This is an optimization exercise on Yosys and OpenROAD, whose aim is small area and a short achievable clock period, not a production implementation.
Power figures rest on the tool's default switching activity, not on a simulated workload.

== MS ==
==> flow/design.v <==
module lzc25(
	input wire [24:0] v,
	output reg [4:0] n
);
	integer i;
	always @(*) begin
		n = 5'd0;
		for (i = 0; i < 25; i = i + 1)
			if (v[i]) n = 5'd24 - i[4:0];
	end
endmodule
module float_addsub(
	input wire clk,
	input wire [31:0] v1,
	input wire [31:0] v2,
	input wire op,
	output wire [31:0] vres
);
	wire        s1 = v1[31];
	wire        s2 = v2[31] ^ op;
	wire [7:0]  e1 = v1[30:23];
	wire [7:0]  e2 = v2[30:23];
	wire        gt = v1[30:0] > v2[30:0];     
	wire        eq = v1[30:0] == v2[30:0];
	wire        sub = s1 ^ s2;
	wire [8:0]  d12 = {1'b0, e1} - {1'b0, e2};
	wire [7:0]  d21 = e2 - e1;
	wire [7:0]  d = d12[8] ? d21 : d12[7:0];
	wire        ez = (e1 == 8'd0) | (e2 == 8'd0);      
	wire        bz = (e1 == 8'd0) & (e2 == 8'd0);      
	wire        far = ez | (d[7:5] != 3'd0) | (d[4:3] == 2'b11);
	reg         r1_s, r1_sub, r1_kill;
	reg  [7:0]  r1_e;
	reg  [22:0] r1_fb, r1_fs;
	reg  [4:0]  r1_sh;
	always @(posedge clk) begin
		r1_s    <= (gt ? s1 : s2) & ~(eq & sub);
		r1_sub  <= sub;
		r1_kill <= bz | (eq & sub);
		r1_e    <= gt ? e1 : e2;
		r1_fb   <= gt ? v1[22:0] : v2[22:0];
		r1_fs   <= gt ? v2[22:0] : v1[22:0];
		r1_sh   <= far ? 5'd31 : d[4:0];
	end
	wire [23:0] sm = {1'b1, r1_fs} >> r1_sh;
	wire [24:0] sum = r1_sub ? ({2'b01, r1_fb} - {1'b0, sm}) : ({2'b01, r1_fb} + {1'b0, sm});
	reg         r2_s, r2_kill;
	reg  [7:0]  r2_e;
	reg  [24:0] r2_r;
	always @(posedge clk) begin
		r2_s    <= r1_s;
		r2_kill <= r1_kill;
		r2_e    <= r1_e + 8'd1;
		r2_r    <= sum;
	end
	wire [4:0] lz;
	lzc25 lzm(.v(r2_r), .n(lz));
	reg         r3_s, r3_kill;
	reg  [7:0]  r3_e;
	reg  [24:0] r3_r;
	reg  [4:0]  r3_lz;
	always @(posedge clk) begin
		r3_s    <= r2_s;
		r3_kill <= r2_kill;
		r3_e    <= r2_e;
		r3_r    <= r2_r;
		r3_lz   <= lz;
	end
	wire [24:0] nr = r3_r << r3_lz;
	wire [7:0]  ne = r3_e - {3'b0, r3_lz};
	reg  [31:0] r4, r5, r6, r7;
	always @(posedge clk) begin
		r4 <= {r3_s, r3_kill ? 8'd0 : ne, r3_kill ? 23'd0 : nr[23:1]};
		r5 <= r4;
		r6 <= r5;
		r7 <= r6;
	end
	assign vres = r7;
endmodule
==> flow/config.mk <==
export PLATFORM = sky130hd
export DESIGN_NAME = float_addsub
export DESIGN_NICKNAME = float_addsub
export VERILOG_FILES = /design/flow/design.v
export SDC_FILE = /design/flow/constraint.sdc
export NUM_CORES = 4
export LEC_CHECK = 0
export CAP_MARGIN = 20
export CORE_MARGIN = 2
export CORE_UTILIZATION = 40
export SLEW_MARGIN = 20
==> flow/constraint.sdc <==
create_clock -name core_clock -period 4.0 [get_ports {clk}]
set_input_delay 0.8000 -clock core_clock [delete_from_list [all_inputs] [get_ports {clk}]]
set_output_delay 0.8000 -clock core_clock [all_outputs]
set_load 0.01 [all_outputs]
run.sh (not shown) runs the stock make flow with config.mk's settings and CLKGATE_MAP_FILE= SYNTH_SCRIPT=/design/flow/synth_recipe.tcl, a recipe that flattens the netlist after the stock synthesis.
What the final checks of MS revealed, after a flow that finished every stage, was a layout that fails on setup timing.
diff inputs: MS => TR
--- a/flow/design.v
+++ b/flow/design.v
@@ -42,15 +42,26 @@
 		r1_fs   <= gt ? v2[22:0] : v1[22:0];
 		r1_sh   <= far ? 5'd31 : d[4:0];
 	end
-	wire [23:0] sm = {1'b1, r1_fs} >> r1_sh;
-	wire [24:0] sum = r1_sub ? ({2'b01, r1_fb} - {1'b0, sm}) : ({2'b01, r1_fb} + {1'b0, sm});
+	reg         q_s, q_sub, q_kill;
+	reg  [7:0]  q_e;
+	reg  [22:0] q_fb;
+	reg  [23:0] q_sm;
+	always @(posedge clk) begin
+		q_s    <= r1_s;
+		q_sub  <= r1_sub;
+		q_kill <= r1_kill;
+		q_e    <= r1_e + 8'd1;
+		q_fb   <= r1_fb;
+		q_sm   <= {1'b1, r1_fs} >> r1_sh;
+	end
+	wire [24:0] sum = q_sub ? ({2'b01, q_fb} - {1'b0, q_sm}) : ({2'b01, q_fb} + {1'b0, q_sm});
 	reg         r2_s, r2_kill;
 	reg  [7:0]  r2_e;
 	reg  [24:0] r2_r;
 	always @(posedge clk) begin
-		r2_s    <= r1_s;
-		r2_kill <= r1_kill;
-		r2_e    <= r1_e + 8'd1;
+		r2_s    <= q_s;
+		r2_kill <= q_kill;
+		r2_e    <= q_e;
 		r2_r    <= sum;
 	end
 	wire [4:0] lz;
@@ -68,12 +79,11 @@
 	end
 	wire [24:0] nr = r3_r << r3_lz;
 	wire [7:0]  ne = r3_e - {3'b0, r3_lz};
-	reg  [31:0] r4, r5, r6, r7;
+	reg  [31:0] r4, r5, r6;
 	always @(posedge clk) begin
 		r4 <= {r3_s, r3_kill ? 8'd0 : ne, r3_kill ? 23'd0 : nr[23:1]};
 		r5 <= r4;
 		r6 <= r5;
-		r7 <= r6;
 	end
-	assign vres = r7;
+	assign vres = r6;
 endmodule
--- outcome ---
The flow did not stop early for TR: all stages ran, and the layout cleared the timing, design-rule and antenna checks.
Worst-case setup margin in the final layout delta (TR − MS): favourable
Compared with MS, in TR worst-skew pair later-pin latency went up, non-clock buffer count went down.
TR consumes less power than MS does.
STATUS time the worst path needs with I/O delays and setup: TR wins against MS
Peak clock frequency supported by timing came out higher on TR than on MS.
Final area (lower): TR
The via count reported for TR is lower than the one for MS.
Max post-cts sizing count across MS and TR: MS
Area of the placeable core improves in TR relative to MS.
Looking at proportion of power drawn by combinational gates across MS and TR, the one that comes out higher is MS.
Synthesized cell count: lower on TR
Looking at post-synthesis to final-layout area growth, TR sits 12 points lower than MS does.
Of MS and TR, the run reporting the higher total wire length after detailed routing was MS.
No functional check of the RTL was part of any run of this note.

==> separate check: timing with driven ports <==
How much do the figures lean on ideal ports? The routed layouts below were timed once more, with nothing changed but the port constraints.
Step 1, drivers: a clkbuf_16 drives clk and a buf_2 each remaining input, both assumed.
Step 2 adds t to the input delays and takes it off the output delays; t is the mean of the earliest and latest rising clock arrival at the registers after step 1. Input paths then give back, and output paths get back, about the clock's delay inside the block.
a / b / c = ideal ports / drivers / drivers and shift; a / b = the first two.
run | t (ns) | slack for setup (ns) | hold WS [ns] | worst setup path after step 2 | latest minus earliest clock arrival (ns)
MS | 0.573 | -0.558 / -0.558 / -0.558 | 0.324 / 0.324 / 0.324 | register to register | 0.007 / 0.007
TR | 0.592 | 0.306 / 0.306 / 0.178 | 0.318 / 0.318 / 0.318 | input to register | 0.014 / 0.014
The setup slack of TR, which loses most, moves by 0.000 ns with the drivers and by -0.128 ns with both steps.
